From an optimization exercise on the open Yosys and OpenROAD flow, aimed at small area and a short achievable clock period; shortcuts taken in it are not production practice. No functional check of the RTL was part of any run shown here. Power figures rest on the tool's default switching activity, not on a simulated workload.

<file path="design/flow/config.mk">
export PLATFORM = sky130hd
export DESIGN_NAME = PE
export DESIGN_NICKNAME = PE
export VERILOG_FILES = /design/flow/design.v
export SDC_FILE = /design/flow/constraint.sdc
export NUM_CORES = 4
export LEC_CHECK = 0
export CAP_MARGIN = 20
export CORE_MARGIN = 2
export CORE_UTILIZATION = 65
export GPL_TIMING_DRIVEN = 0
export SETUP_SLACK_MARGIN = 0.7
export SLEW_MARGIN = 20
export SYNTH_HIERARCHICAL = 1
</file>
<file path="design/flow/design.v">
module PE(
    input wire CLK,
    input wire RESET,
    input wire EN,
    input wire SELECTOR,
    input wire W_EN,
    input wire signed [7:0] active_left,
    output reg signed [7:0] active_right,
    input wire signed [15:0] in_sum,
    output reg signed [15:0] out_sum,
    input wire signed [7:0] in_weight_above,
    output wire signed [7:0] out_weight_below
    );
    reg signed [7:0] weight_1;
    reg signed [7:0] weight_2;
    wire en_n, en_n_lo, en_n_hi;
    pe_inv u_enn (.a(EN), .y(en_n));
    pe_inv u_ennl (.a(EN), .y(en_n_lo));
    pe_inv u_ennh (.a(EN), .y(en_n_hi));
    wire sel_n, sel_n_w;
    pe_inv u_seln (.a(SELECTOR), .y(sel_n));
    pe_inv u_selnw (.a(SELECTOR), .y(sel_n_w));
    wire ld1 = EN & W_EN & SELECTOR;
    wire ld2 = EN & W_EN & ~SELECTOR;
    wire ld1_n = ~ld1;
    wire ld2_n = ~ld2;
    wire [7:0] w_use, ar_d, w1_d, w2_d, wb;
    wire [15:0] s_in;
    genvar gi;
    generate for (gi = 0; gi < 8; gi = gi + 1) begin : byte_sel
        pe_ao22 u_wu (.a1(SELECTOR), .a2(weight_2[gi]), .b1(sel_n_w), .b2(weight_1[gi]), .x(w_use[gi]));
        pe_ao22 u_ar (.a1(EN), .a2(active_left[gi]), .b1(en_n), .b2(active_right[gi]), .x(ar_d[gi]));
        pe_ao22 u_w1 (.a1(ld1), .a2(in_weight_above[gi]), .b1(ld1_n), .b2(weight_1[gi]), .x(w1_d[gi]));
        pe_ao22 u_w2 (.a1(ld2), .a2(in_weight_above[gi]), .b1(ld2_n), .b2(weight_2[gi]), .x(w2_d[gi]));
        pe_ao22 u_wb (.a1(SELECTOR), .a2(weight_1[gi]), .b1(sel_n), .b2(weight_2[gi]), .x(wb[gi]));
    end endgenerate
    generate for (gi = 0; gi < 16; gi = gi + 1) begin : sum_sel
        pe_ao22 u_si (.a1(EN), .a2(in_sum[gi]), .b1(gi < 8 ? en_n_lo : en_n_hi), .b2(out_sum[gi]), .x(s_in[gi]));
    end endgenerate
    wire b_one0, b_two0, b_neg0;
    pe_and2 u_x1 (.a(EN), .b(active_left[0]), .y(b_one0));
    pe_and3b u_x2 (.an(active_left[0]), .b(active_left[1]), .c(EN), .y(b_two0));
    pe_and2 u_x3 (.a(EN), .b(active_left[1]), .y(b_neg0));
    wire bs_0_0, bx_0_0;
    pe_and2 u_x4 (.a(b_one0), .b(w_use[0]), .y(bs_0_0));
    pe_xor2 u_x5 (.a(bs_0_0), .b(b_neg0), .y(bx_0_0));
    wire bs_0_1, bx_0_1;
    pe_ao22 u_x6 (.a1(b_one0), .a2(w_use[1]), .b1(b_two0), .b2(w_use[0]), .x(bs_0_1));
    pe_xor2 u_x7 (.a(bs_0_1), .b(b_neg0), .y(bx_0_1));
    wire bs_0_2, bx_0_2;
    pe_ao22 u_x8 (.a1(b_one0), .a2(w_use[2]), .b1(b_two0), .b2(w_use[1]), .x(bs_0_2));
    pe_xor2 u_x9 (.a(bs_0_2), .b(b_neg0), .y(bx_0_2));
    wire bs_0_3, bx_0_3;
    pe_ao22 u_x10 (.a1(b_one0), .a2(w_use[3]), .b1(b_two0), .b2(w_use[2]), .x(bs_0_3));
    pe_xor2 u_x11 (.a(bs_0_3), .b(b_neg0), .y(bx_0_3));
    wire bs_0_4, bx_0_4;
    pe_ao22 u_x12 (.a1(b_one0), .a2(w_use[4]), .b1(b_two0), .b2(w_use[3]), .x(bs_0_4));
    pe_xor2 u_x13 (.a(bs_0_4), .b(b_neg0), .y(bx_0_4));
    wire bs_0_5, bx_0_5;
    pe_ao22 u_x14 (.a1(b_one0), .a2(w_use[5]), .b1(b_two0), .b2(w_use[4]), .x(bs_0_5));
    pe_xor2 u_x15 (.a(bs_0_5), .b(b_neg0), .y(bx_0_5));
    wire bs_0_6, bx_0_6;
    pe_ao22 u_x16 (.a1(b_one0), .a2(w_use[6]), .b1(b_two0), .b2(w_use[5]), .x(bs_0_6));
    pe_xor2 u_x17 (.a(bs_0_6), .b(b_neg0), .y(bx_0_6));
    wire bs_0_7, bx_0_7;
    pe_ao22 u_x18 (.a1(b_one0), .a2(w_use[7]), .b1(b_two0), .b2(w_use[6]), .x(bs_0_7));
    pe_xor2 u_x19 (.a(bs_0_7), .b(b_neg0), .y(bx_0_7));
    wire bs_0_8, bx_0_8;
    pe_ao22 u_x20 (.a1(b_one0), .a2(w_use[7]), .b1(b_two0), .b2(w_use[7]), .x(bs_0_8));
    pe_xnor2 u_x21 (.a(bs_0_8), .b(b_neg0), .y(bx_0_8));
    wire b_one1, b_two1, b_neg1;
    wire b_x10_1, b_x21_1;
    pe_xor2 u_x22 (.a(active_left[2]), .b(active_left[1]), .y(b_x10_1));
    pe_xor2 u_x23 (.a(active_left[3]), .b(active_left[2]), .y(b_x21_1));
    pe_and2 u_x24 (.a(EN), .b(b_x10_1), .y(b_one1));
    pe_and3b u_x25 (.an(b_x10_1), .b(b_x21_1), .c(EN), .y(b_two1));
    pe_and2 u_x26 (.a(EN), .b(active_left[3]), .y(b_neg1));
    wire bs_1_0, bx_1_0;
    pe_and2 u_x27 (.a(b_one1), .b(w_use[0]), .y(bs_1_0));
    pe_xor2 u_x28 (.a(bs_1_0), .b(b_neg1), .y(bx_1_0));
    wire bs_1_1, bx_1_1;
    pe_ao22 u_x29 (.a1(b_one1), .a2(w_use[1]), .b1(b_two1), .b2(w_use[0]), .x(bs_1_1));
    pe_xor2 u_x30 (.a(bs_1_1), .b(b_neg1), .y(bx_1_1));
    wire bs_1_2, bx_1_2;
    pe_ao22 u_x31 (.a1(b_one1), .a2(w_use[2]), .b1(b_two1), .b2(w_use[1]), .x(bs_1_2));
    pe_xor2 u_x32 (.a(bs_1_2), .b(b_neg1), .y(bx_1_2));
    wire bs_1_3, bx_1_3;
    pe_ao22 u_x33 (.a1(b_one1), .a2(w_use[3]), .b1(b_two1), .b2(w_use[2]), .x(bs_1_3));
    pe_xor2 u_x34 (.a(bs_1_3), .b(b_neg1), .y(bx_1_3));
    wire bs_1_4, bx_1_4;
    pe_ao22 u_x35 (.a1(b_one1), .a2(w_use[4]), .b1(b_two1), .b2(w_use[3]), .x(bs_1_4));
    pe_xor2 u_x36 (.a(bs_1_4), .b(b_neg1), .y(bx_1_4));
    wire bs_1_5, bx_1_5;
    pe_ao22 u_x37 (.a1(b_one1), .a2(w_use[5]), .b1(b_two1), .b2(w_use[4]), .x(bs_1_5));
    pe_xor2 u_x38 (.a(bs_1_5), .b(b_neg1), .y(bx_1_5));
    wire bs_1_6, bx_1_6;
    pe_ao22 u_x39 (.a1(b_one1), .a2(w_use[6]), .b1(b_two1), .b2(w_use[5]), .x(bs_1_6));
    pe_xor2 u_x40 (.a(bs_1_6), .b(b_neg1), .y(bx_1_6));
    wire bs_1_7, bx_1_7;
    pe_ao22 u_x41 (.a1(b_one1), .a2(w_use[7]), .b1(b_two1), .b2(w_use[6]), .x(bs_1_7));
    pe_xor2 u_x42 (.a(bs_1_7), .b(b_neg1), .y(bx_1_7));
    wire bs_1_8, bx_1_8;
    pe_ao22 u_x43 (.a1(b_one1), .a2(w_use[7]), .b1(b_two1), .b2(w_use[7]), .x(bs_1_8));
    pe_xnor2 u_x44 (.a(bs_1_8), .b(b_neg1), .y(bx_1_8));
    wire b_one2, b_two2, b_neg2;
    wire b_x10_2, b_x21_2;
    pe_xor2 u_x45 (.a(active_left[4]), .b(active_left[3]), .y(b_x10_2));
    pe_xor2 u_x46 (.a(active_left[5]), .b(active_left[4]), .y(b_x21_2));
    pe_and2 u_x47 (.a(EN), .b(b_x10_2), .y(b_one2));
    pe_and3b u_x48 (.an(b_x10_2), .b(b_x21_2), .c(EN), .y(b_two2));
    pe_and2 u_x49 (.a(EN), .b(active_left[5]), .y(b_neg2));
    wire bs_2_0, bx_2_0;
    pe_and2 u_x50 (.a(b_one2), .b(w_use[0]), .y(bs_2_0));
    pe_xor2 u_x51 (.a(bs_2_0), .b(b_neg2), .y(bx_2_0));
    wire bs_2_1, bx_2_1;
    pe_ao22 u_x52 (.a1(b_one2), .a2(w_use[1]), .b1(b_two2), .b2(w_use[0]), .x(bs_2_1));
    pe_xor2 u_x53 (.a(bs_2_1), .b(b_neg2), .y(bx_2_1));
    wire bs_2_2, bx_2_2;
    pe_ao22 u_x54 (.a1(b_one2), .a2(w_use[2]), .b1(b_two2), .b2(w_use[1]), .x(bs_2_2));
    pe_xor2 u_x55 (.a(bs_2_2), .b(b_neg2), .y(bx_2_2));
    wire bs_2_3, bx_2_3;
    pe_ao22 u_x56 (.a1(b_one2), .a2(w_use[3]), .b1(b_two2), .b2(w_use[2]), .x(bs_2_3));
    pe_xor2 u_x57 (.a(bs_2_3), .b(b_neg2), .y(bx_2_3));
    wire bs_2_4, bx_2_4;
    pe_ao22 u_x58 (.a1(b_one2), .a2(w_use[4]), .b1(b_two2), .b2(w_use[3]), .x(bs_2_4));
    pe_xor2 u_x59 (.a(bs_2_4), .b(b_neg2), .y(bx_2_4));
    wire bs_2_5, bx_2_5;
    pe_ao22 u_x60 (.a1(b_one2), .a2(w_use[5]), .b1(b_two2), .b2(w_use[4]), .x(bs_2_5));
    pe_xor2 u_x61 (.a(bs_2_5), .b(b_neg2), .y(bx_2_5));
    wire bs_2_6, bx_2_6;
    pe_ao22 u_x62 (.a1(b_one2), .a2(w_use[6]), .b1(b_two2), .b2(w_use[5]), .x(bs_2_6));
    pe_xor2 u_x63 (.a(bs_2_6), .b(b_neg2), .y(bx_2_6));
    wire bs_2_7, bx_2_7;
    pe_ao22 u_x64 (.a1(b_one2), .a2(w_use[7]), .b1(b_two2), .b2(w_use[6]), .x(bs_2_7));
    pe_xor2 u_x65 (.a(bs_2_7), .b(b_neg2), .y(bx_2_7));
    wire bs_2_8, bx_2_8;
    pe_ao22 u_x66 (.a1(b_one2), .a2(w_use[7]), .b1(b_two2), .b2(w_use[7]), .x(bs_2_8));
    pe_xnor2 u_x67 (.a(bs_2_8), .b(b_neg2), .y(bx_2_8));
    wire b_one3, b_two3, b_neg3;
    wire b_x10_3, b_x21_3;
    pe_xor2 u_x68 (.a(active_left[6]), .b(active_left[5]), .y(b_x10_3));
    pe_xor2 u_x69 (.a(active_left[7]), .b(active_left[6]), .y(b_x21_3));
    pe_and2 u_x70 (.a(EN), .b(b_x10_3), .y(b_one3));
    pe_and3b u_x71 (.an(b_x10_3), .b(b_x21_3), .c(EN), .y(b_two3));
    pe_and2 u_x72 (.a(EN), .b(active_left[7]), .y(b_neg3));
    wire bs_3_0, bx_3_0;
    pe_and2 u_x73 (.a(b_one3), .b(w_use[0]), .y(bs_3_0));
    pe_xor2 u_x74 (.a(bs_3_0), .b(b_neg3), .y(bx_3_0));
    wire bs_3_1, bx_3_1;
    pe_ao22 u_x75 (.a1(b_one3), .a2(w_use[1]), .b1(b_two3), .b2(w_use[0]), .x(bs_3_1));
    pe_xor2 u_x76 (.a(bs_3_1), .b(b_neg3), .y(bx_3_1));
    wire bs_3_2, bx_3_2;
    pe_ao22 u_x77 (.a1(b_one3), .a2(w_use[2]), .b1(b_two3), .b2(w_use[1]), .x(bs_3_2));
    pe_xor2 u_x78 (.a(bs_3_2), .b(b_neg3), .y(bx_3_2));
    wire bs_3_3, bx_3_3;
    pe_ao22 u_x79 (.a1(b_one3), .a2(w_use[3]), .b1(b_two3), .b2(w_use[2]), .x(bs_3_3));
    pe_xor2 u_x80 (.a(bs_3_3), .b(b_neg3), .y(bx_3_3));
    wire bs_3_4, bx_3_4;
    pe_ao22 u_x81 (.a1(b_one3), .a2(w_use[4]), .b1(b_two3), .b2(w_use[3]), .x(bs_3_4));
    pe_xor2 u_x82 (.a(bs_3_4), .b(b_neg3), .y(bx_3_4));
    wire bs_3_5, bx_3_5;
    pe_ao22 u_x83 (.a1(b_one3), .a2(w_use[5]), .b1(b_two3), .b2(w_use[4]), .x(bs_3_5));
    pe_xor2 u_x84 (.a(bs_3_5), .b(b_neg3), .y(bx_3_5));
    wire bs_3_6, bx_3_6;
    pe_ao22 u_x85 (.a1(b_one3), .a2(w_use[6]), .b1(b_two3), .b2(w_use[5]), .x(bs_3_6));
    pe_xor2 u_x86 (.a(bs_3_6), .b(b_neg3), .y(bx_3_6));
    wire bs_3_7, bx_3_7;
    pe_ao22 u_x87 (.a1(b_one3), .a2(w_use[7]), .b1(b_two3), .b2(w_use[6]), .x(bs_3_7));
    pe_xor2 u_x88 (.a(bs_3_7), .b(b_neg3), .y(bx_3_7));
    wire bs_3_8, bx_3_8;
    pe_ao22 u_x89 (.a1(b_one3), .a2(w_use[7]), .b1(b_two3), .b2(w_use[7]), .x(bs_3_8));
    pe_xnor2 u_x90 (.a(bs_3_8), .b(b_neg3), .y(bx_3_8));
    wire s91;
    wire c92;
    pe_ha u_x93 (.a(s_in[4]), .b(b_neg2), .s(s91), .co(c92));
    wire s94;
    wire c95;
    pe_ha u_x96 (.a(s_in[5]), .b(bx_0_5), .s(s94), .co(c95));
    wire s97;
    wire c98;
    pe_fa u_x99 (.a(s_in[6]), .b(b_neg3), .ci(bx_0_6), .s(s97), .co(c98));
    wire s100;
    wire c101;
    pe_ha u_x102 (.a(bx_1_4), .b(bx_2_2), .s(s100), .co(c101));
    wire s103;
    wire c104;
    pe_fa u_x105 (.a(s_in[7]), .b(bx_0_7), .ci(bx_1_5), .s(s103), .co(c104));
    wire s106;
    wire c107;
    pe_ha u_x108 (.a(bx_2_3), .b(bx_3_1), .s(s106), .co(c107));
    wire s109;
    wire c110;
    pe_xnor2 u_x111 (.a(s_in[8]), .b(bx_0_8), .y(s109));
    pe_or2 u_x112 (.a(s_in[8]), .b(bx_0_8), .y(c110));
    wire s113;
    wire c114;
    pe_fa u_x115 (.a(bx_1_6), .b(bx_2_4), .ci(bx_3_2), .s(s113), .co(c114));
    wire s116;
    wire c117;
    pe_xnor2 u_x118 (.a(s_in[9]), .b(bx_1_7), .y(s116));
    pe_or2 u_x119 (.a(s_in[9]), .b(bx_1_7), .y(c117));
    wire s120;
    wire c121;
    pe_ha u_x122 (.a(bx_2_5), .b(bx_3_3), .s(s120), .co(c121));
    wire s123;
    wire c124;
    pe_fa u_x125 (.a(s_in[10]), .b(bx_1_8), .ci(bx_2_6), .s(s123), .co(c124));
    wire s126;
    wire c127;
    pe_xnor2 u_x128 (.a(s_in[11]), .b(bx_2_7), .y(s126));
    pe_or2 u_x129 (.a(s_in[11]), .b(bx_2_7), .y(c127));
    wire s130;
    wire c131;
    pe_ha u_x132 (.a(s_in[2]), .b(b_neg1), .s(s130), .co(c131));
    wire s133;
    wire c134;
    pe_ha u_x135 (.a(s_in[3]), .b(bx_0_3), .s(s133), .co(c134));
    wire s136;
    wire c137;
    pe_fa u_x138 (.a(bx_0_4), .b(bx_1_2), .ci(bx_2_0), .s(s136), .co(c137));
    wire s139;
    wire c140;
    pe_fa u_x141 (.a(bx_1_3), .b(bx_2_1), .ci(c92), .s(s139), .co(c140));
    wire s142;
    wire c143;
    pe_fa u_x144 (.a(bx_3_0), .b(c95), .ci(s100), .s(s142), .co(c143));
    wire s145;
    wire c146;
    pe_fa u_x147 (.a(c101), .b(s106), .ci(c98), .s(s145), .co(c146));
    wire s148;
    wire c149;
    pe_fa u_x150 (.a(s109), .b(c107), .ci(c104), .s(s148), .co(c149));
    wire s151;
    wire c152;
    pe_fa u_x153 (.a(c110), .b(s116), .ci(s120), .s(s151), .co(c152));
    wire s154;
    wire c155;
    pe_fa u_x156 (.a(bx_3_4), .b(c117), .ci(c121), .s(s154), .co(c155));
    wire s157;
    wire c158;
    pe_ha u_x159 (.a(bx_3_5), .b(s126), .s(s157), .co(c158));
    wire s160;
    wire c161;
    pe_fa u_x162 (.a(s_in[12]), .b(bx_2_8), .ci(bx_3_6), .s(s160), .co(c161));
    wire s163;
    wire c164;
    pe_xnor2 u_x165 (.a(s_in[13]), .b(bx_3_7), .y(s163));
    pe_or2 u_x166 (.a(s_in[13]), .b(bx_3_7), .y(c164));
    wire s167;
    wire c168;
    pe_ha u_x169 (.a(s_in[0]), .b(b_neg0), .s(s167), .co(c168));
    wire s170;
    wire c171;
    pe_ha u_x172 (.a(s_in[1]), .b(bx_0_1), .s(s170), .co(c171));
    wire s173;
    wire c174;
    pe_fa u_x175 (.a(bx_0_2), .b(bx_1_0), .ci(s130), .s(s173), .co(c174));
    wire s176;
    wire c177;
    pe_fa u_x178 (.a(bx_1_1), .b(c131), .ci(s133), .s(s176), .co(c177));
    wire s179;
    wire c180;
    pe_fa u_x181 (.a(s91), .b(c134), .ci(s136), .s(s179), .co(c180));
    wire s182;
    wire c183;
    pe_fa u_x184 (.a(s94), .b(c137), .ci(s139), .s(s182), .co(c183));
    wire s185;
    wire c186;
    pe_fa u_x187 (.a(c140), .b(s97), .ci(s142), .s(s185), .co(c186));
    wire s188;
    wire c189;
    pe_fa u_x190 (.a(s103), .b(c143), .ci(s145), .s(s188), .co(c189));
    wire s191;
    wire c192;
    pe_fa u_x193 (.a(s113), .b(c146), .ci(s148), .s(s191), .co(c192));
    wire s194;
    wire c195;
    pe_fa u_x196 (.a(c114), .b(c149), .ci(s151), .s(s194), .co(c195));
    wire s197;
    wire c198;
    pe_fa u_x199 (.a(s123), .b(c152), .ci(s154), .s(s197), .co(c198));
    wire s200;
    wire c201;
    pe_fa u_x202 (.a(c124), .b(s157), .ci(c155), .s(s200), .co(c201));
    wire s203;
    wire c204;
    pe_fa u_x205 (.a(c127), .b(c158), .ci(s160), .s(s203), .co(c204));
    wire s206;
    wire c207;
    pe_ha u_x208 (.a(s163), .b(c161), .s(s206), .co(c207));
    wire s209;
    wire c210;
    pe_fa u_x211 (.a(s_in[14]), .b(bx_3_8), .ci(c164), .s(s209), .co(c210));
    wire [15:0] rx = {s_in[15], c207, s206, s203, c198, c195, c192, c189, c186, c183, c180, c177, c174, c171, c168, bx_0_0};
    wire [15:0] ry = {c210, s209, c204, c201, s200, s197, s194, s191, s188, s185, s182, s179, s176, s173, s170, s167};
    wire [15:0] sum;
    wire t212, rc213;
    pe_ha u_x214 (.a(rx[0]), .b(ry[0]), .s(t212), .co(rc213));
    assign sum[0] = t212;
    wire t215, rc216;
    pe_fa u_x217 (.a(rx[1]), .b(ry[1]), .ci(rc213), .s(t215), .co(rc216));
    assign sum[1] = t215;
    wire t218, rc219;
    pe_fa u_x220 (.a(rx[2]), .b(ry[2]), .ci(rc216), .s(t218), .co(rc219));
    assign sum[2] = t218;
    wire t221, rc222;
    pe_fa u_x223 (.a(rx[3]), .b(ry[3]), .ci(rc219), .s(t221), .co(rc222));
    assign sum[3] = t221;
    wire g4, p4;
    pe_ha u_x224 (.a(rx[4]), .b(ry[4]), .s(p4), .co(g4));
    wire g5, p5;
    pe_ha u_x225 (.a(rx[5]), .b(ry[5]), .s(p5), .co(g5));
    wire g6, p6;
    pe_ha u_x226 (.a(rx[6]), .b(ry[6]), .s(p6), .co(g6));
    wire g7, p7;
    pe_ha u_x227 (.a(rx[7]), .b(ry[7]), .s(p7), .co(g7));
    wire g8, p8;
    pe_ha u_x228 (.a(rx[8]), .b(ry[8]), .s(p8), .co(g8));
    wire g9, p9;
    pe_ha u_x229 (.a(rx[9]), .b(ry[9]), .s(p9), .co(g9));
    wire g10, p10;
    pe_ha u_x230 (.a(rx[10]), .b(ry[10]), .s(p10), .co(g10));
    wire g11, p11;
    pe_ha u_x231 (.a(rx[11]), .b(ry[11]), .s(p11), .co(g11));
    wire g12, p12;
    pe_ha u_x232 (.a(rx[12]), .b(ry[12]), .s(p12), .co(g12));
    wire g13, p13;
    pe_ha u_x233 (.a(rx[13]), .b(ry[13]), .s(p13), .co(g13));
    wire g14, p14;
    pe_ha u_x234 (.a(rx[14]), .b(ry[14]), .s(p14), .co(g14));
    wire g15, p15;
    pe_ha u_x235 (.a(rx[15]), .b(ry[15]), .s(p15), .co(g15));
    wire G236;
    pe_ao21 u_x237 (.a(g4), .b(p4), .c(rc222), .y(G236));
    wire G238;
    pe_ao21 u_x239 (.a(g6), .b(p6), .c(g5), .y(G238));
    wire P240;
    pe_and2 u_x241 (.a(p6), .b(p5), .y(P240));
    wire G242;
    pe_ao21 u_x243 (.a(g8), .b(p8), .c(g7), .y(G242));
    wire P244;
    pe_and2 u_x245 (.a(p8), .b(p7), .y(P244));
    wire G246;
    pe_ao21 u_x247 (.a(g10), .b(p10), .c(g9), .y(G246));
    wire P248;
    pe_and2 u_x249 (.a(p10), .b(p9), .y(P248));
    wire G250;
    pe_ao21 u_x251 (.a(g12), .b(p12), .c(g11), .y(G250));
    wire P252;
    pe_and2 u_x253 (.a(p12), .b(p11), .y(P252));
    wire G254;
    pe_ao21 u_x255 (.a(g14), .b(p14), .c(g13), .y(G254));
    wire P256;
    pe_and2 u_x257 (.a(p14), .b(p13), .y(P256));
    wire G258;
    pe_ao21 u_x259 (.a(g5), .b(p5), .c(G236), .y(G258));
    wire G260;
    pe_ao21 u_x261 (.a(G238), .b(P240), .c(G236), .y(G260));
    wire G262;
    pe_ao21 u_x263 (.a(g9), .b(p9), .c(G242), .y(G262));
    wire P264;
    pe_and2 u_x265 (.a(p9), .b(P244), .y(P264));
    wire G266;
    pe_ao21 u_x267 (.a(G246), .b(P248), .c(G242), .y(G266));
    wire P268;
    pe_and2 u_x269 (.a(P248), .b(P244), .y(P268));
    wire G270;
    pe_ao21 u_x271 (.a(g13), .b(p13), .c(G250), .y(G270));
    wire P272;
    pe_and2 u_x273 (.a(p13), .b(P252), .y(P272));
    wire G274;
    pe_ao21 u_x275 (.a(G254), .b(P256), .c(G250), .y(G274));
    wire P276;
    pe_and2 u_x277 (.a(P256), .b(P252), .y(P276));
    wire G278;
    pe_ao21 u_x279 (.a(g7), .b(p7), .c(G260), .y(G278));
    wire G280;
    pe_ao21 u_x281 (.a(G242), .b(P244), .c(G260), .y(G280));
    wire G282;
    pe_ao21 u_x283 (.a(G262), .b(P264), .c(G260), .y(G282));
    wire G284;
    pe_ao21 u_x285 (.a(G266), .b(P268), .c(G260), .y(G284));
    wire G286;
    pe_ao21 u_x287 (.a(g15), .b(p15), .c(G274), .y(G286));
    wire P288;
    pe_and2 u_x289 (.a(p15), .b(P276), .y(P288));
    wire G290;
    pe_ao21 u_x291 (.a(g11), .b(p11), .c(G284), .y(G290));
    wire G292;
    pe_ao21 u_x293 (.a(G250), .b(P252), .c(G284), .y(G292));
    wire G294;
    pe_ao21 u_x295 (.a(G270), .b(P272), .c(G284), .y(G294));
    wire G296;
    pe_ao21 u_x297 (.a(G274), .b(P276), .c(G284), .y(G296));
    wire G298;
    pe_ao21 u_x299 (.a(G286), .b(P288), .c(G284), .y(G298));
    pe_xor2 u_x300 (.a(p4), .b(rc222), .y(sum[4]));
    pe_xor2 u_x301 (.a(p5), .b(G236), .y(sum[5]));
    pe_xor2 u_x302 (.a(p6), .b(G258), .y(sum[6]));
    pe_xor2 u_x303 (.a(p7), .b(G260), .y(sum[7]));
    pe_xor2 u_x304 (.a(p8), .b(G278), .y(sum[8]));
    pe_xor2 u_x305 (.a(p9), .b(G280), .y(sum[9]));
    pe_xor2 u_x306 (.a(p10), .b(G282), .y(sum[10]));
    pe_xor2 u_x307 (.a(p11), .b(G284), .y(sum[11]));
    pe_xor2 u_x308 (.a(p12), .b(G290), .y(sum[12]));
    pe_xor2 u_x309 (.a(p13), .b(G292), .y(sum[13]));
    pe_xor2 u_x310 (.a(p14), .b(G294), .y(sum[14]));
    pe_xnor2 u_x311 (.a(p15), .b(G296), .y(sum[15]));
    always @(negedge RESET or posedge CLK) begin
        if (~RESET) begin
            out_sum <= 0;
            active_right <= 0;
            weight_1 <= 0;
            weight_2 <= 0;
        end else begin
            out_sum <= sum;
            active_right <= ar_d;
            weight_1 <= w1_d;
            weight_2 <= w2_d;
        end
    end
    assign out_weight_below = wb;
endmodule
module pe_fa(input wire a, input wire b, input wire ci, output wire s, output wire co);
    assign {co, s} = a + b + ci;
endmodule
module pe_ha(input wire a, input wire b, output wire s, output wire co);
    assign {co, s} = a + b;
endmodule
module pe_ao22(input wire a1, input wire a2, input wire b1, input wire b2, output wire x);
    assign x = (a1 & a2) | (b1 & b2);
endmodule
module pe_mux2i(input wire s, input wire a1, input wire a0, output wire y);
    assign y = ~(s ? a1 : a0);
endmodule
module pe_inv(input wire a, output wire y);
    assign y = ~a;
endmodule
module pe_ao21(input wire a, input wire b, input wire c, output wire y);
    assign y = a | (b & c);
endmodule
module pe_and2(input wire a, input wire b, output wire y);
    assign y = a & b;
endmodule
module pe_and3b(input wire an, input wire b, input wire c, output wire y);
    assign y = ~an & b & c;
endmodule
module pe_nand2(input wire a, input wire b, output wire y);
    assign y = ~(a & b);
endmodule
module pe_nor2(input wire a, input wire b, output wire y);
    assign y = ~(a | b);
endmodule
module pe_or2(input wire a, input wire b, output wire y);
    assign y = a | b;
endmodule
module pe_xor2(input wire a, input wire b, output wire y);
    assign y = a ^ b;
endmodule
module pe_xnor2(input wire a, input wire b, output wire y);
    assign y = ~(a ^ b);
endmodule
module pe_xor3(input wire a, input wire b, input wire c, output wire y);
    assign y = a ^ b ^ c;
endmodule
</file>
<file path="design/flow/flow/run.sh">
#!/bin/bash
# Standard layout with two changes: the port buffers are the smallest buffer
# cell, and clock tree synthesis inserts no dummy loads.
set -euo pipefail
export BUFFER_PORTS_ARGS="-buffer_cell sky130_fd_sc_hd__buf_1"
export CTS_ARGS="-sink_clustering_enable -repair_clock_nets -dont_use_dummy_load"
bash standard.sh finish > flow_standard.log 2>&1
</file>
<file path="design/flow/constraint.sdc">
create_clock -name core_clock -period 5.5 [get_ports {CLK}]
set_input_delay 1.1000 -clock core_clock [delete_from_list [all_inputs] [get_ports {CLK}]]
set_output_delay 1.1000 -clock core_clock [all_outputs]
set_load 0.01 [all_outputs]
</file>
<file path="design/flow/standard.sh">
#!/bin/bash
# synth_recipe.tcl (not shown) runs the flow's synth.tcl, then flattens the netlist and writes it again
# the make line also repeats each setting of config.mk as NAME=value (left out here)
make -C /OpenROAD-flow-scripts/flow DESIGN_CONFIG=/design/flow/config.mk WORK_HOME=/design/flow/orfs CLKGATE_MAP_FILE= SYNTH_SCRIPT=/design/flow/synth_recipe.tcl "${@:-finish}"
</file>
==> flow_summary.ini, run 1 <==
[min_path]
holdPathStages = 1
hp-class = reg -> reg

[route]
initialDrtViolationCount = 129
drcViolationCount = 0
vias = 2705
postRouteAntennaNets = 0
routed_wl_mm = 7.817
viasPerCell = 6.120
wl_per_cell_um = 17.69
first_pass_iters = 4

[floorplanning]
rows = 26
initial_core_util = 0.6783
dieArea_mm2 = 0.006001
ioPinCount = 69
die_w_um = 77.47
core_area_mm2 = 0.005172
die_height_um = 77.47

[placed_design]
portBuffers = 68
dpl.hpwl_mm = 5.738
gp_congestion = 0.8439

[logic_synthesis]
yosys-top-cells-area = dfrtp_1, a22o_1, fa_1
synth_top_cell_by_area = dfrtp_1
ys_seq_elements = 40
syn-num-nets = 383
yosysUniqueCellTypes = 14
ys_seq_area_frac = 0.2853
syn-cell-area_mm2 = 0.003508
synth_top_area_frac = 0.2853
synthesis.instances = 295
ys_warn_count = 7
syn_avg_cell_area_um2 = 11.89

[final_layout]
final_common_cell = a22o_1
diodes = 0
post-route-util = 0.7898
syn_to_final_growth_pct = 16.44
final_cell_mix = a22o_1, buf_1, xor2_1
drive_gt1_frac = 0.06183
nets = 462
n_fill_cell = 342

[setup_path]
crit_type = in -> reg
crit_chain = buf_12 > clkinvlp_4 > a22o_4 > a22o_1 > xor2_1 > fa_1 > fa_1 > fa_1 > ha_1 > a21o_1 > a21o_1 > a21o_4 > a21o_1 > xor2_1
slowest_delay_ns = 0.51
worstPathArrival_ns = 4.87
critPathLaunchType = input port
required_ns = 5.67
r2r_cells = 12
critical_path.max_fanout = 22
worst_setup_path_end_kind = flop
slowest_stage = fa_1

[flow_run]
cap_violations = 0

[power]
power_mw = 1.924
power_switching_share = 0.4273
combPwrFrac = 0.668
powerDensity_mw_per_mm2 = 471.1
p_leak_nw = 2.080
switchingPower_mw = 0.8224
clkPwrFrac = 0.094
ir_drop_uv = 436.5
intPower_mw = 1.102
p_seq_frac = 0.239

[cts]
cts_tree = done
clock_latency_ns = 0.30
numCtsBuffers = 5
cts_sinks = 40
root_buffer = clkbuf_8
clockBufferDepth = 2
clk_pin_slew_ns = 0.06
htree_levels = 2

[sta]
relSlewSlack = 0.6287
clock_skew_ns = 0.01499
finalCriticalPeriod_ns = 4.700
period_share = 0.8546
slew_viol_final = 0
rsz0062_at_grt = no
fmax_mhz = 212.8
hold_viol = 0
setup_viol = 0
worstMarginPinSlew_ns = 0.5570

[grt]
grt_usage = 0.2774
grt_pass1_wl_mm = 12.91
antenna_found_initial = 0
grt_start_max_net_pins = 44
grt_pass1_vias = 2715
gr-total-overflow = 0

[outcome]
status = timing/DRC/antenna clean
==> logic make-up (layout without fill, tap and decap cells) <==
kind of cell               count (synthesis)  in the layout  synth area share
buffers and inverters                      5             82          0.005350
DFF                                       40             40            0.2853
and+or+nand+nor                           33             33           0.06241
xor gates and xnor gates                  58             58            0.1448
AOI/OAI and AO/OA                        108            108            0.2625
adders and majority gates                 51             51            0.2397
==> per-module statistics from Yosys, one instance, submodules excluded <==
module	cells inside	area, um2	flip-flops and latches
PE	44	1028	40
pe_and2	1	6.256	0
pe_and3b	1	8.758	0
pe_ao21	1	7.507	0
pe_ao22	1	8.758	0
pe_fa	1	20.02	0
pe_ha	1	12.51	0
pe_inv	1	3.754	0
pe_or2	1	6.256	0
pe_xnor2	1	8.758	0
pe_xor2	1	8.758	0
==> layout make-up <==
cell class | count | area (um2) | share of cell area
clock buffer | 5 | 68.82 | 0.01685
inverter | 5 | 22.52 | 0.005513
multi-input combinational | 250 | 2574 | 0.6300
sequential | 40 | 1001 | 0.2450
tap | 70 | 87.58 | 0.02144
timing repair buffer | 72 | 331.6 | 0.08116
==> path summary, 6_finish.rpt <==
path	from	end	slack (ns)
max in group asynchronous	RESET	active_right[7]	4.31
setup reg to reg	weight_2[7]	out_sum[14]	1.64
hold / removal	active_right[5]	active_right[5]	0.50
hold reg to reg	active_right[5]	active_right[5]	0.50
min in group asynchronous	RESET	out_sum[3]	0.71
setup / recovery	SELECTOR	out_sum[14]	0.80
==> through the flow <==
stage               instance area, um2  cells  TNS (ns)  worst slack, ns  hold slack (ns)
floorplan                         3508    295         0            1.008           0.4871
global placement                  3851    433    -2.481          -0.4376           0.4787
detailed placement                3874    434   -0.9765          -0.2363           0.4827
CTS                               3950    439         0           0.7359           0.5046
global route                      4085    442         0           0.6760           0.5350
finish                            4085    442         0           0.7997           0.5030
==> routing by layer <==
layer | global-route usage | wire length [um]
met1 | 0.3685 | 3479
met2 | 0.4765 | 3856
met3 | 0.04186 | 362
met4 | 0.07500 | 117
met5 | 0 | 0
==> cell usage after synthesis <==
master and count:
fa_1 27, and3_1 1, xnor2_1 9, nand3b_1 1
and3b_1 5, dfrtp_1 40, or2_1 4, xor2_1 49
and2_1 21, a22o_1 88, inv_1 5, a21o_1 20
ha_1 24, nand3_1 1
==> critical path, delay by kind of cell <==
kind	cells	cell delay, ns
buf+inv	2	0.41
fa+ha+maj	4	1.68
compound gates	6	1.33
xor+xnor	2	0.33
==> sequential cells by signal (all words and copies together) (netlist names) <==
signal,cells
weight_2,8
active_right,8
weight_1,8
out_sum,16
==> timing repair <==
action,in CTS,in global routing
endpoints found under the setup margin,10,4
gates resized for setup,4,21
pin swaps,0,3
cloned,0,0
buffers inserted,0,3
hold endpoints to repair,0,0
hold buffers,0,0
==> power by group through the flow <==
stage / Combinational, mW / Sequential [mW] / Clock [mW]
2_1_floorplan: 0.920 / 0.481 / 0
3_3_place_gp: 1.17 / 0.454 / 0
3_5_place_dp: 1.23 / 0.457 / 0
4_1_cts: 1.23 / 0.453 / 0.186
5_1_grt: 1.45 / 0.468 / 0.199
6_report: 1.28 / 0.459 / 0.180
==> run 2: changes to the inputs <==
--- a/design/flow/design.v
+++ b/design/flow/design.v
@@ -353,59 +353,47 @@
     wire P256;
     pe_and2 u_x257 (.a(p14), .b(p13), .y(P256));
     wire G258;
-    pe_ao21 u_x259 (.a(g5), .b(p5), .c(G236), .y(G258));
+    pe_ao21 u_x259 (.a(G238), .b(P240), .c(G236), .y(G258));
     wire G260;
-    pe_ao21 u_x261 (.a(G238), .b(P240), .c(G236), .y(G260));
-    wire G262;
-    pe_ao21 u_x263 (.a(g9), .b(p9), .c(G242), .y(G262));
-    wire P264;
-    pe_and2 u_x265 (.a(p9), .b(P244), .y(P264));
-    wire G266;
-    pe_ao21 u_x267 (.a(G246), .b(P248), .c(G242), .y(G266));
-    wire P268;
-    pe_and2 u_x269 (.a(P248), .b(P244), .y(P268));
+    pe_ao21 u_x261 (.a(G246), .b(P248), .c(G242), .y(G260));
+    wire P262;
+    pe_and2 u_x263 (.a(P248), .b(P244), .y(P262));
+    wire G264;
+    pe_ao21 u_x265 (.a(G254), .b(P256), .c(G250), .y(G264));
+    wire P266;
+    pe_and2 u_x267 (.a(P256), .b(P252), .y(P266));
+    wire G268;
+    pe_ao21 u_x269 (.a(G260), .b(P262), .c(G258), .y(G268));
     wire G270;
-    pe_ao21 u_x271 (.a(g13), .b(p13), .c(G250), .y(G270));
-    wire P272;
-    pe_and2 u_x273 (.a(p13), .b(P252), .y(P272));
+    pe_ao21 u_x271 (.a(G264), .b(P266), .c(G268), .y(G270));
+    wire G272;
+    pe_ao21 u_x273 (.a(G242), .b(P244), .c(G258), .y(G272));
     wire G274;
-    pe_ao21 u_x275 (.a(G254), .b(P256), .c(G250), .y(G274));
-    wire P276;
-    pe_and2 u_x277 (.a(P256), .b(P252), .y(P276));
+    pe_ao21 u_x275 (.a(G250), .b(P252), .c(G268), .y(G274));
+    wire G276;
+    pe_ao21 u_x277 (.a(g5), .b(p5), .c(G236), .y(G276));
     wire G278;
-    pe_ao21 u_x279 (.a(g7), .b(p7), .c(G260), .y(G278));
+    pe_ao21 u_x279 (.a(g7), .b(p7), .c(G258), .y(G278));
     wire G280;
-    pe_ao21 u_x281 (.a(G242), .b(P244), .c(G260), .y(G280));
+    pe_ao21 u_x281 (.a(g9), .b(p9), .c(G272), .y(G280));
     wire G282;
-    pe_ao21 u_x283 (.a(G262), .b(P264), .c(G260), .y(G282));
+    pe_ao21 u_x283 (.a(g11), .b(p11), .c(G268), .y(G282));
     wire G284;
-    pe_ao21 u_x285 (.a(G266), .b(P268), .c(G260), .y(G284));
+    pe_ao21 u_x285 (.a(g13), .b(p13), .c(G274), .y(G284));
     wire G286;
-    pe_ao21 u_x287 (.a(g15), .b(p15), .c(G274), .y(G286));
-    wire P288;
-    pe_and2 u_x289 (.a(p15), .b(P276), .y(P288));
-    wire G290;
-    pe_ao21 u_x291 (.a(g11), .b(p11), .c(G284), .y(G290));
-    wire G292;
-    pe_ao21 u_x293 (.a(G250), .b(P252), .c(G284), .y(G292));
-    wire G294;
-    pe_ao21 u_x295 (.a(G270), .b(P272), .c(G284), .y(G294));
-    wire G296;
-    pe_ao21 u_x297 (.a(G274), .b(P276), .c(G284), .y(G296));
-    wire G298;
-    pe_ao21 u_x299 (.a(G286), .b(P288), .c(G284), .y(G298));
-    pe_xor2 u_x300 (.a(p4), .b(rc222), .y(sum[4]));
-    pe_xor2 u_x301 (.a(p5), .b(G236), .y(sum[5]));
-    pe_xor2 u_x302 (.a(p6), .b(G258), .y(sum[6]));
-    pe_xor2 u_x303 (.a(p7), .b(G260), .y(sum[7]));
-    pe_xor2 u_x304 (.a(p8), .b(G278), .y(sum[8]));
-    pe_xor2 u_x305 (.a(p9), .b(G280), .y(sum[9]));
-    pe_xor2 u_x306 (.a(p10), .b(G282), .y(sum[10]));
-    pe_xor2 u_x307 (.a(p11), .b(G284), .y(sum[11]));
-    pe_xor2 u_x308 (.a(p12), .b(G290), .y(sum[12]));
-    pe_xor2 u_x309 (.a(p13), .b(G292), .y(sum[13]));
-    pe_xor2 u_x310 (.a(p14), .b(G294), .y(sum[14]));
-    pe_xnor2 u_x311 (.a(p15), .b(G296), .y(sum[15]));
+    pe_ao21 u_x287 (.a(g15), .b(p15), .c(G270), .y(G286));
+    pe_xor2 u_x288 (.a(p4), .b(rc222), .y(sum[4]));
+    pe_xor2 u_x289 (.a(p5), .b(G236), .y(sum[5]));
+    pe_xor2 u_x290 (.a(p6), .b(G276), .y(sum[6]));
+    pe_xor2 u_x291 (.a(p7), .b(G258), .y(sum[7]));
+    pe_xor2 u_x292 (.a(p8), .b(G278), .y(sum[8]));
+    pe_xor2 u_x293 (.a(p9), .b(G272), .y(sum[9]));
+    pe_xor2 u_x294 (.a(p10), .b(G280), .y(sum[10]));
+    pe_xor2 u_x295 (.a(p11), .b(G268), .y(sum[11]));
+    pe_xor2 u_x296 (.a(p12), .b(G282), .y(sum[12]));
+    pe_xor2 u_x297 (.a(p13), .b(G274), .y(sum[13]));
+    pe_xor2 u_x298 (.a(p14), .b(G284), .y(sum[14]));
+    pe_xnor2 u_x299 (.a(p15), .b(G270), .y(sum[15]));
     always @(negedge RESET or posedge CLK) begin
         if (~RESET) begin
             out_sum <= 0;
==> run 2 against run 1 <==
Compared with the run above:
- hold slack better by 0.0025 ns
- global-route usage up 0.36 points
- synthesized cell count down 1.4%
- final area up 4.9%
- still clean on timing, DRC and antenna
- critical path depth up 3
- clock skew down 0.0013 ns
- sequential power about the same
- highest routed layer unchanged
- clock-buffer cell count unchanged
- cell count up 2.7%
- synthesized area down 0.78%
- critical endpoint unchanged
- first-iteration DRC count up 19%
- die area down 0.73%
==> flow_summary.ini, run 2 <==
[setup_path]
crit_type = in -> reg
worst_setup_path_end_kind = flop
required_ns = 5.67
slowest_delay_ns = 0.61
worstPathArrival_ns = 4.91
slowest_stage = fa_1
critical_path.max_fanout = 6
crit_chain = buf_16 > clkinvlp_4 > buf_6 > a22o_4 > buf_4 > a22o_1 > xor2_1 > ha_1 > fa_1 > fa_1 > ha_4 > and2_1 > and2_1 > a21o_4 > a21o_1 > a21o_1 > xor2_1
critPathLaunchType = input port

[route]
postRouteAntennaNets = 0
viasPerCell = 6.247
drcViolationCount = 0
wl_per_cell_um = 18.67
routed_wl_mm = 8.477
vias = 2836
initialDrtViolationCount = 153
first_pass_iters = 5

[cts]
cts_sinks = 40
clockBufferDepth = 2
htree_levels = 2
cts_hold_buf = 0
clock_latency_ns = 0.29
numCtsBuffers = 5
root_buffer = clkbuf_8
cts_tree = done
clk_pin_slew_ns = 0.07

[logic_synthesis]
synth_edf_count = 0
ys_warn_count = 7
syn_avg_cell_area_um2 = 11.96
synth_top_area_frac = 0.2876
yosys-top-cells-area = dfrtp_1, a22o_1, fa_1
synth.top_cells.by_count = a22o_1, xor2_1, dfrtp_1
syn-num-nets = 379
synth_top_cell_by_area = dfrtp_1
ys_seq_area_frac = 0.2876
synthesis.instances = 291
yosysUniqueCellTypes = 14
ys.flop_type = dfrtp_1
syn-cell-area_mm2 = 0.003481
async_reset_ff_frac = 1.000
ys_seq_elements = 40
synth_most_common_cell = a22o_1

[sta]
setup_viol = 0
final.setup.worst_slack_ns = 0.7546
relSlewSlack = 0.6218
period_share = 0.8628
hold_viol = 0
rsz0062_at_grt = no
worstMarginPinSlew_ns = 0.5674
finalCriticalPeriod_ns = 4.745
fmax_mhz = 210.7
slew_viol_final = 0
clock_skew_ns = 0.01370

[flow_run]
cap_violations = 0

[floorplanning]
die_w_um = 77.18
rows = 26
die_height_um = 77.18
dieArea_mm2 = 0.005957
ioPinCount = 69
initial_core_util = 0.6772
core_area_mm2 = 0.005140

[power]
p_seq_frac = 0.219
power_mw = 2.093
p_leak_nw = 2.155
ir_drop_uv = 497.5
clkPwrFrac = 0.087
power_switching_share = 0.4178
switchingPower_mw = 0.8746
combPwrFrac = 0.694
powerDensity_mw_per_mm2 = 488.5
intPower_mw = 1.219

[grt]
antenna_found_initial = 0
gr-total-overflow = 0
grt_pass1_wl_mm = 13.20
grt_start_max_net_pins = 44
grt_usage = 0.2810
grt_pass1_vias = 2822

[final_layout]
syn_to_final_growth_pct = 23.11
final_common_cell = a22o_1
drive_gt1_frac = 0.1536
diodes = 0
nets = 474
largest_reg_flops = 16
largest_register = out_sum
final_cell_mix = a22o_1, buf_1, xor2_1

[outcome]
status = timing/DRC/antenna clean

[placed_design]
gp_congestion = 0.8164
dpl.hpwl_mm = 5.897
dp_slack_ns = -0.3731
portBuffers = 68

[min_path]
hp-class = reg -> reg
==> run 2: cell types whose count changed in the layout (fill, tap and decap cells not counted), moves of 3 or more <==
cell      before  now
and2_2         0    7
clkbuf_2       0    3
ha_4           0    5
buf_4          3   16
and3b_2        0    3
and3b_1        5    2
and2_1        21   12
ha_1          24   19
==> run 2: kinds of logic after synthesis <==
family | count (synthesis) | share of synthesized area
buffers and inverters | 5 | 0.005392
adders and majority gates | 51 | 0.2416
and+or+nand+nor | 31 | 0.05931
AOI/OAI and AO/OA | 106 | 0.2602
DFF | 40 | 0.2876
xor gates and xnor gates | 58 | 0.1459
==> run 2: stage by stage <==
step / area (um2) / hold slack [ns] / std cells / setup TNS [ns] / utilization
finish: 4285 / 0.5055 / 454 / 0 / 0.8337
global route: 4285 / 0.5224 / 454 / 0 / 0.8337
CTS: 4063 / 0.5030 / 442 / 0 / 0.7904
detailed placement: 3846 / 0.4792 / 430 / -0.9574 / 0.7483
global placement: 3824 / 0.4809 / 429 / -2.394 / 0.7439
floorplan: 3481 / 0.4871 / 291 / 0 / -
==> run 2: per-layer routing <==
| layer | up-vias | wire length (um) | global-route usage |
|---|---|---|---|
| met1 | 1410 | 3631 | 0.3653 |
| met2 | 112 | 4245 | 0.4783 |
| met4 | 0 | 186 | 0.1071 |
| li1 | 1296 | - | - |
| met5 | - | 0 | 0 |
| met3 | 18 | 414 | 0.03765 |
==> run 2: Yosys stat by module, one instance, submodules excluded <==
module | cells | flops+latches | area, um2
pe_or2 | 1 | 0 | 6.256
PE | 44 | 40 | 1028
pe_xnor2 | 1 | 0 | 8.758
pe_ao21 | 1 | 0 | 7.507
pe_and3b | 1 | 0 | 8.758
pe_ha | 1 | 0 | 12.51
pe_ao22 | 1 | 0 | 8.758
pe_fa | 1 | 0 | 20.02
pe_and2 | 1 | 0 | 6.256
pe_xor2 | 1 | 0 | 8.758
pe_inv | 1 | 0 | 3.754
==> run 2: layout make-up <==
class / instances / area [um2]
Tap cell: 70 / 87.58
Inverter: 5 / 22.52
Multi-Input combinational cell: 246 / 2634
Fill cell: 306 / 854.6
Clock buffer: 5 / 68.82
Timing Repair Buffer: 88 / 471.7
Sequential cell: 40 / 1001
==> run 2: critical path: cells and delay by family <==
| kind | cells | cell delay (ns) |
|---|---|---|
| fa+ha+maj | 4 | 1.63 |
| compound gates | 5 | 1.01 |
| buf+inv | 4 | 0.57 |
| xor+xnor | 2 | 0.30 |
| simple gates | 2 | 0.30 |
==> run 2: path summary, 6_finish.rpt <==
check                           slack, ns             from  cells after the start               to
worst min register to register       0.51  active_right[7]                      1  active_right[7]
min in group asynchronous            0.69            RESET                      1       out_sum[2]
worst max register to register       1.49      weight_2[6]                     13      out_sum[14]
max in group asynchronous            4.33            RESET                      2  active_right[7]
worst max-delay path                 0.75         SELECTOR                     17      out_sum[14]
worst min-delay path                 0.51  active_right[7]                      1  active_right[7]
==> run 2: what timing repair did <==
| item | CTS | global route |
|---|---|---|
| buffers inserted | 7 | 11 |
| resized for setup | 24 | 25 |
| setup endpoints to repair | 9 | 3 |
| pin swaps | 5 | 16 |
| cloned | 0 | 1 |
==> run 2: power by group through the flow <==
stage	Sequential [mW]	Combinational (mW)	Clock, mW
6_report	0.457	1.45	0.182
5_1_grt	0.466	1.60	0.195
4_1_cts	0.455	1.25	0.185
3_5_place_dp	0.456	1.19	0
3_3_place_gp	0.454	1.13	0
2_1_floorplan	0.481	0.883	0
==> run 3: changes to the inputs <==
--- a/design/flow/design.v
+++ b/design/flow/design.v
@@ -303,97 +303,74 @@
     wire t218, rc219;
     pe_fa u_x220 (.a(rx[2]), .b(ry[2]), .ci(rc216), .s(t218), .co(rc219));
     assign sum[2] = t218;
-    wire t221, rc222;
-    pe_fa u_x223 (.a(rx[3]), .b(ry[3]), .ci(rc219), .s(t221), .co(rc222));
-    assign sum[3] = t221;
+    wire g3, p3;
+    pe_ha u_x221 (.a(rx[3]), .b(ry[3]), .s(p3), .co(g3));
     wire g4, p4;
-    pe_ha u_x224 (.a(rx[4]), .b(ry[4]), .s(p4), .co(g4));
+    pe_ha u_x222 (.a(rx[4]), .b(ry[4]), .s(p4), .co(g4));
     wire g5, p5;
-    pe_ha u_x225 (.a(rx[5]), .b(ry[5]), .s(p5), .co(g5));
+    pe_ha u_x223 (.a(rx[5]), .b(ry[5]), .s(p5), .co(g5));
     wire g6, p6;
-    pe_ha u_x226 (.a(rx[6]), .b(ry[6]), .s(p6), .co(g6));
+    pe_ha u_x224 (.a(rx[6]), .b(ry[6]), .s(p6), .co(g6));
     wire g7, p7;
-    pe_ha u_x227 (.a(rx[7]), .b(ry[7]), .s(p7), .co(g7));
+    pe_ha u_x225 (.a(rx[7]), .b(ry[7]), .s(p7), .co(g7));
     wire g8, p8;
-    pe_ha u_x228 (.a(rx[8]), .b(ry[8]), .s(p8), .co(g8));
+    pe_ha u_x226 (.a(rx[8]), .b(ry[8]), .s(p8), .co(g8));
     wire g9, p9;
-    pe_ha u_x229 (.a(rx[9]), .b(ry[9]), .s(p9), .co(g9));
+    pe_ha u_x227 (.a(rx[9]), .b(ry[9]), .s(p9), .co(g9));
     wire g10, p10;
-    pe_ha u_x230 (.a(rx[10]), .b(ry[10]), .s(p10), .co(g10));
+    pe_ha u_x228 (.a(rx[10]), .b(ry[10]), .s(p10), .co(g10));
     wire g11, p11;
-    pe_ha u_x231 (.a(rx[11]), .b(ry[11]), .s(p11), .co(g11));
+    pe_ha u_x229 (.a(rx[11]), .b(ry[11]), .s(p11), .co(g11));
     wire g12, p12;
-    pe_ha u_x232 (.a(rx[12]), .b(ry[12]), .s(p12), .co(g12));
+    pe_ha u_x230 (.a(rx[12]), .b(ry[12]), .s(p12), .co(g12));
     wire g13, p13;
-    pe_ha u_x233 (.a(rx[13]), .b(ry[13]), .s(p13), .co(g13));
+    pe_ha u_x231 (.a(rx[13]), .b(ry[13]), .s(p13), .co(g13));
     wire g14, p14;
-    pe_ha u_x234 (.a(rx[14]), .b(ry[14]), .s(p14), .co(g14));
+    pe_ha u_x232 (.a(rx[14]), .b(ry[14]), .s(p14), .co(g14));
     wire g15, p15;
-    pe_ha u_x235 (.a(rx[15]), .b(ry[15]), .s(p15), .co(g15));
-    wire G236;
-    pe_ao21 u_x237 (.a(g4), .b(p4), .c(rc222), .y(G236));
-    wire G238;
-    pe_ao21 u_x239 (.a(g6), .b(p6), .c(g5), .y(G238));
-    wire P240;
-    pe_and2 u_x241 (.a(p6), .b(p5), .y(P240));
-    wire G242;
-    pe_ao21 u_x243 (.a(g8), .b(p8), .c(g7), .y(G242));
-    wire P244;
-    pe_and2 u_x245 (.a(p8), .b(p7), .y(P244));
-    wire G246;
-    pe_ao21 u_x247 (.a(g10), .b(p10), .c(g9), .y(G246));
-    wire P248;
-    pe_and2 u_x249 (.a(p10), .b(p9), .y(P248));
-    wire G250;
-    pe_ao21 u_x251 (.a(g12), .b(p12), .c(g11), .y(G250));
-    wire P252;
-    pe_and2 u_x253 (.a(p12), .b(p11), .y(P252));
-    wire G254;
-    pe_ao21 u_x255 (.a(g14), .b(p14), .c(g13), .y(G254));
-    wire P256;
-    pe_and2 u_x257 (.a(p14), .b(p13), .y(P256));
-    wire G258;
-    pe_ao21 u_x259 (.a(G238), .b(P240), .c(G236), .y(G258));
-    wire G260;
-    pe_ao21 u_x261 (.a(G246), .b(P248), .c(G242), .y(G260));
-    wire P262;
-    pe_and2 u_x263 (.a(P248), .b(P244), .y(P262));
-    wire G264;
-    pe_ao21 u_x265 (.a(G254), .b(P256), .c(G250), .y(G264));
-    wire P266;
-    pe_and2 u_x267 (.a(P256), .b(P252), .y(P266));
-    wire G268;
-    pe_ao21 u_x269 (.a(G260), .b(P262), .c(G258), .y(G268));
-    wire G270;
-    pe_ao21 u_x271 (.a(G264), .b(P266), .c(G268), .y(G270));
-    wire G272;
-    pe_ao21 u_x273 (.a(G242), .b(P244), .c(G258), .y(G272));
-    wire G274;
-    pe_ao21 u_x275 (.a(G250), .b(P252), .c(G268), .y(G274));
-    wire G276;
-    pe_ao21 u_x277 (.a(g5), .b(p5), .c(G236), .y(G276));
-    wire G278;
-    pe_ao21 u_x279 (.a(g7), .b(p7), .c(G258), .y(G278));
-    wire G280;
-    pe_ao21 u_x281 (.a(g9), .b(p9), .c(G272), .y(G280));
-    wire G282;
-    pe_ao21 u_x283 (.a(g11), .b(p11), .c(G268), .y(G282));
-    wire G284;
-    pe_ao21 u_x285 (.a(g13), .b(p13), .c(G274), .y(G284));
-    wire G286;
-    pe_ao21 u_x287 (.a(g15), .b(p15), .c(G270), .y(G286));
-    pe_xor2 u_x288 (.a(p4), .b(rc222), .y(sum[4]));
-    pe_xor2 u_x289 (.a(p5), .b(G236), .y(sum[5]));
-    pe_xor2 u_x290 (.a(p6), .b(G276), .y(sum[6]));
-    pe_xor2 u_x291 (.a(p7), .b(G258), .y(sum[7]));
-    pe_xor2 u_x292 (.a(p8), .b(G278), .y(sum[8]));
-    pe_xor2 u_x293 (.a(p9), .b(G272), .y(sum[9]));
-    pe_xor2 u_x294 (.a(p10), .b(G280), .y(sum[10]));
-    pe_xor2 u_x295 (.a(p11), .b(G268), .y(sum[11]));
-    pe_xor2 u_x296 (.a(p12), .b(G282), .y(sum[12]));
-    pe_xor2 u_x297 (.a(p13), .b(G274), .y(sum[13]));
-    pe_xor2 u_x298 (.a(p14), .b(G284), .y(sum[14]));
-    pe_xnor2 u_x299 (.a(p15), .b(G270), .y(sum[15]));
+    pe_ha u_x233 (.a(rx[15]), .b(ry[15]), .s(p15), .co(g15));
+    wire G234 = g3 | (p3 & rc219);
+    wire G235 = g5 | (p5 & g4);
+    wire P236 = p5 & p4;
+    wire G237 = g7 | (p7 & g6);
+    wire P238 = p7 & p6;
+    wire G239 = g9 | (p9 & g8);
+    wire P240 = p9 & p8;
+    wire G241 = g11 | (p11 & g10);
+    wire P242 = p11 & p10;
+    wire G243 = g13 | (p13 & g12);
+    wire P244 = p13 & p12;
+    wire G245 = g15 | (p15 & g14);
+    wire P246 = p15 & p14;
+    wire G247 = G235 | (P236 & G234);
+    wire G248 = G239 | (P240 & G237);
+    wire P249 = P240 & P238;
+    wire G250 = G243 | (P244 & G241);
+    wire P251 = P244 & P242;
+    wire G252 = G248 | (P249 & G247);
+    wire G253 = G250 | (P251 & G252);
+    wire G254 = G237 | (P238 & G247);
+    wire G255 = G241 | (P242 & G252);
+    wire G256 = G245 | (P246 & G253);
+    wire G257 = g4 | (p4 & G234);
+    wire G258 = g6 | (p6 & G247);
+    wire G259 = g8 | (p8 & G254);
+    wire G260 = g10 | (p10 & G252);
+    wire G261 = g12 | (p12 & G255);
+    wire G262 = g14 | (p14 & G253);
+    pe_xor2 u_x263 (.a(p3), .b(rc219), .y(sum[3]));
+    pe_xor2 u_x264 (.a(p4), .b(G234), .y(sum[4]));
+    pe_xor2 u_x265 (.a(p5), .b(G257), .y(sum[5]));
+    pe_xor2 u_x266 (.a(p6), .b(G247), .y(sum[6]));
+    pe_xor2 u_x267 (.a(p7), .b(G258), .y(sum[7]));
+    pe_xor2 u_x268 (.a(p8), .b(G254), .y(sum[8]));
+    pe_xor2 u_x269 (.a(p9), .b(G259), .y(sum[9]));
+    pe_xor2 u_x270 (.a(p10), .b(G252), .y(sum[10]));
+    pe_xor2 u_x271 (.a(p11), .b(G260), .y(sum[11]));
+    pe_xor2 u_x272 (.a(p12), .b(G255), .y(sum[12]));
+    pe_xor2 u_x273 (.a(p13), .b(G261), .y(sum[13]));
+    pe_xor2 u_x274 (.a(p14), .b(G253), .y(sum[14]));
+    pe_xnor2 u_x275 (.a(p15), .b(G262), .y(sum[15]));
     always @(negedge RESET or posedge CLK) begin
         if (~RESET) begin
             out_sum <= 0;
==> run 3 against run 2 <==
Compared with the run above:
- still clean
- global-route usage rose by 0.26 points
- utilization fell by 1.6 points
- sequential share of layout area rose by 0.47 points
- synthesized area fell by 0.32%
- clock-buffer cell count did not move
- critical path depth fell by 1
- first-iteration DRC count fell by 2.0%
- clock skew rose by 0.0037 ns
- synthesized cell count rose by 1.0%
- setup slack got worse by 0.068 ns
- die area fell by 0.31%
- cell count fell by 0.66%
- critical endpoint is now out_sum[15]
- largest cell class unchanged
- highest routed layer unchanged
==> flow_summary.ini, run 3 <==
[outcome]
status = timing/DRC/antenna clean

[logic_synthesis]
synth_top_family_by_area = compound AO/OA/AOI/OAI gates
ys.flop_type = dfrtp_1
ys_warn_count = 7
synth_edf_count = 0
async_reset_ff_frac = 1.000
synthMuxAreaShare = 0
ys_seq_elements = 40
ys_seq_area_frac = 0.2885
syn-cell-area_mm2 = 0.003470
synth.top_cells.by_count = a22o_1, xor2_1, dfrtp_1
synthXorXnorAreaFrac = 0.1489
yosysUniqueCellTypes = 21
synth_top_area_frac = 0.2885
syn_avg_cell_area_um2 = 11.80
synth_top_cell_by_area = dfrtp_1
synth_most_common_cell = a22o_1
synth-compound-area-share = 0.2604
yosys-top-cells-area = dfrtp_1, a22o_1, fa_1
synthesis.instances = 294
syn-num-nets = 382
synth_simple_gate_area_frac = 0.05445
synth_fa_ha_area_frac = 0.2402

[final_layout]
post-route-util = 0.8174
diodes = 0
drive_gt1_frac = 0.1312
final_common_cell = a22o_1
final_cell_mix = a22o_1, buf_1, xor2_1
largest_reg_flops = 16
largest_register = out_sum
syn_to_final_growth_pct = 21.10
postLayoutCellArea_mm2 = 0.004202
nets = 471
n_fill_cell = 312

[setup_path]
critPathLaunchType = input port
reg2reg_from = weight_2[4]
required_ns = 5.71
critical_path.max_fanout = 8
worstPathArrival_ns = 5.02
reg2reg_to = out_sum[15]
crit_type = in -> reg
worst_setup_path_end_kind = flop
r2r_cells = 14
reg2reg_setup_slack_ns = 1.42

[sta]
slew_viol_final = 0
hold_viol = 0
period_share = 0.8752
fmax_mhz = 207.7
rsz0062_at_grt = yes
finalCriticalPeriod_ns = 4.814
clock_skew_ns = 0.01744
relSlewSlack = 0.6165
setup_viol = 0
worstMarginPinSlew_ns = 0.5753

[grt]
antenna_found_initial = 0
gr-total-overflow = 0
grt_usage = 0.2836
grt_pass1_vias = 2777
grt_start_max_net_pins = 42
grt_pass1_wl_mm = 13.40

[min_path]
hp-class = reg -> reg
hold_path_end = active_right[0]
hp-start = active_right[0]
holdPathStages = 1

[floorplanning]
dieArea_mm2 = 0.005938
die_height_um = 77.06
core_area_mm2 = 0.005140
ioPinCount = 69
initial_core_util = 0.6750
rows = 26
die_w_um = 77.06

[cts]
clk_pin_slew_ns = 0.07
clockBufferDepth = 2
clock_latency_ns = 0.30
numCtsBuffers = 5
cts_tree = done
htree_levels = 2
cts_sinks = 40
root_buffer = clkbuf_8
cts_hold_buf = 0

[route]
postRouteAntennaNets = 0
highest_layer = met4
viasPerCell = 6.257
dr_wl_met2_mm = 4.138
initialDrtViolationCount = 150
wl_met1_mm = 3.562
wl_met3_um = 443
drcViolationCount = 0
routed_wl_mm = 8.326
wl_per_cell_um = 18.46
first_pass_iters = 4
vias = 2822

[power]
powerDensity_mw_per_mm2 = 500.2
p_leak_nw = 2.094
power_mw = 2.101
ir_drop_uv = 479.5

[flow_run]
cap_violations = 0

[placed_design]
portBuffers = 68
gp_congestion = 0.8534
dpl.hpwl_mm = 5.607
dpl_cell_area_mm2 = 0.003835
[run 3: where the power goes]
part           switching [mW]  leakage, nW  internal [mW]
Sequential             0.0564        0.484          0.401
Clock                   0.103       0.0359         0.0820
Combinational           0.751         1.57          0.709
[run 3: per-layer routing]
layer / vias up / track usage
li1: 1297 / -
met1: 1405 / 0.3846
met2: 97 / 0.4772
met3: 23 / 0.04235
met4: 0 / 0.08036
met5: - / 0
[run 3: critical path: stages]
cell        delay [ns]
buf_16            0.10
clkinvlp_4        0.20
a22o_4            0.31
a22o_1            0.25
xor2_1            0.15
ha_1              0.32
fa_1              0.50
fa_1              0.53
ha_4              0.30
and3_4            0.17
a22o_1            0.17
a41o_1            0.28
buf_4             0.15
nand2_2           0.04
a311oi_2          0.31
xnor2_1           0.15
[run 3: cell type report]
| type | count | area (um2) | share of cell area |
|---|---|---|---|
| Tap cell | 70 | 87.58 | 0.02085 |
| Inverter | 7 | 30.03 | 0.007147 |
| Multi-Input combinational cell | 247 | 2585 | 0.6152 |
| Clock buffer | 5 | 68.82 | 0.01638 |
| Sequential cell | 40 | 1001 | 0.2382 |
| Timing Repair Buffer | 82 | 429.2 | 0.1021 |
[run 3: cell families after synthesis]
logic type,after synthesis
buffers and inverters,7
xor gates and xnor gates,59
AOI/OAI and AO/OA,106
adders and majority gates,51
DFF,40
and+or+nand+nor,31
[run 3: what timing repair did]
action,CTS,global route
setup buffers,3,9
gates resized for setup,28,18
endpoints found under the setup margin,9,7
hold endpoints to repair,0,0
cloned,0,1
pin swaps,3,15
[run 3: worst max path at each step]
stage	start	end	slack (ns)	depth (start not counted)
after CTS	active_left[3]	out_sum[14]	0.70	15
final	SELECTOR	out_sum[15]	0.69	16
after detailed placement	SELECTOR	out_sum[12]	-0.33	15
after floorplan	active_left[2]	out_sum[12]	0.81	14
after global placement	EN	out_sum[12]	-0.59	13
after global routing	active_left[1]	out_sum[15]	0.55	16
[run 3: per-module statistics from Yosys (local to each module, per instance), a selection]
module / cells inside / cell area, um2
PE: 71 / 1195
pe_fa: 1 / 20.02
pe_xnor2: 1 / 8.758
pe_and3b: 1 / 8.758
pe_ao22: 1 / 8.758
pe_or2: 1 / 6.256
pe_inv: 1 / 3.754
[run 3: stage by stage]
step	hold WS, ns	std cells	setup slack, ns	setup TNS [ns]
6_report	0.5022	451	0.6862	0
5_1_grt	0.5167	451	0.5483	0
4_1_cts	0.5060	441	0.7040	0
3_5_place_dp	0.4787	433	-0.3299	-1.521
3_3_place_gp	0.4809	432	-0.5858	-3.515
2_1_floorplan	0.4870	294	0.8137	0

re-timing with driven ports:
No port has a modelled driver above. Below, the same layouts with a new extraction and two added sets of constraints.
Step 1 (the two cells are an assumption about what drives the block):
set clk [get_ports {CLK}]
set_driving_cell -lib_cell sky130_fd_sc_hd__clkbuf_16 $clk
set_driving_cell -lib_cell sky130_fd_sc_hd__buf_2 [delete_from_list [all_inputs] $clk]
Step 2, shift: input delay + t, output delay - t, t = (earliest + latest rising clock arrival at the registers) / 2. This alone moves slack from input paths to output paths.
Slacks: ideal / step 1 / step 2; pairs: ideal / step 1.
run | shift t [ns] | setup slack, ns | worst setup path after step 2 | latest minus earliest clock arrival (ns) | worst data-port slew with drivers (ns)
run 1 | 0.323 | 0.800 / 0.768 / 0.445 | input to register | 0.016 / 0.015 | 0.07
run 2 | 0.317 | 0.755 / 0.655 / 0.339 | input to register | 0.015 / 0.015 | 0.13
run 3 | 0.320 | 0.686 / 0.582 / 0.262 | input to register | 0.017 / 0.017 | 0.13
After both steps setup and hold are still met in every run listed. For run 3, which loses most, drivers alone change the setup slack by -0.104 ns; drivers and shift together by -0.424 ns.
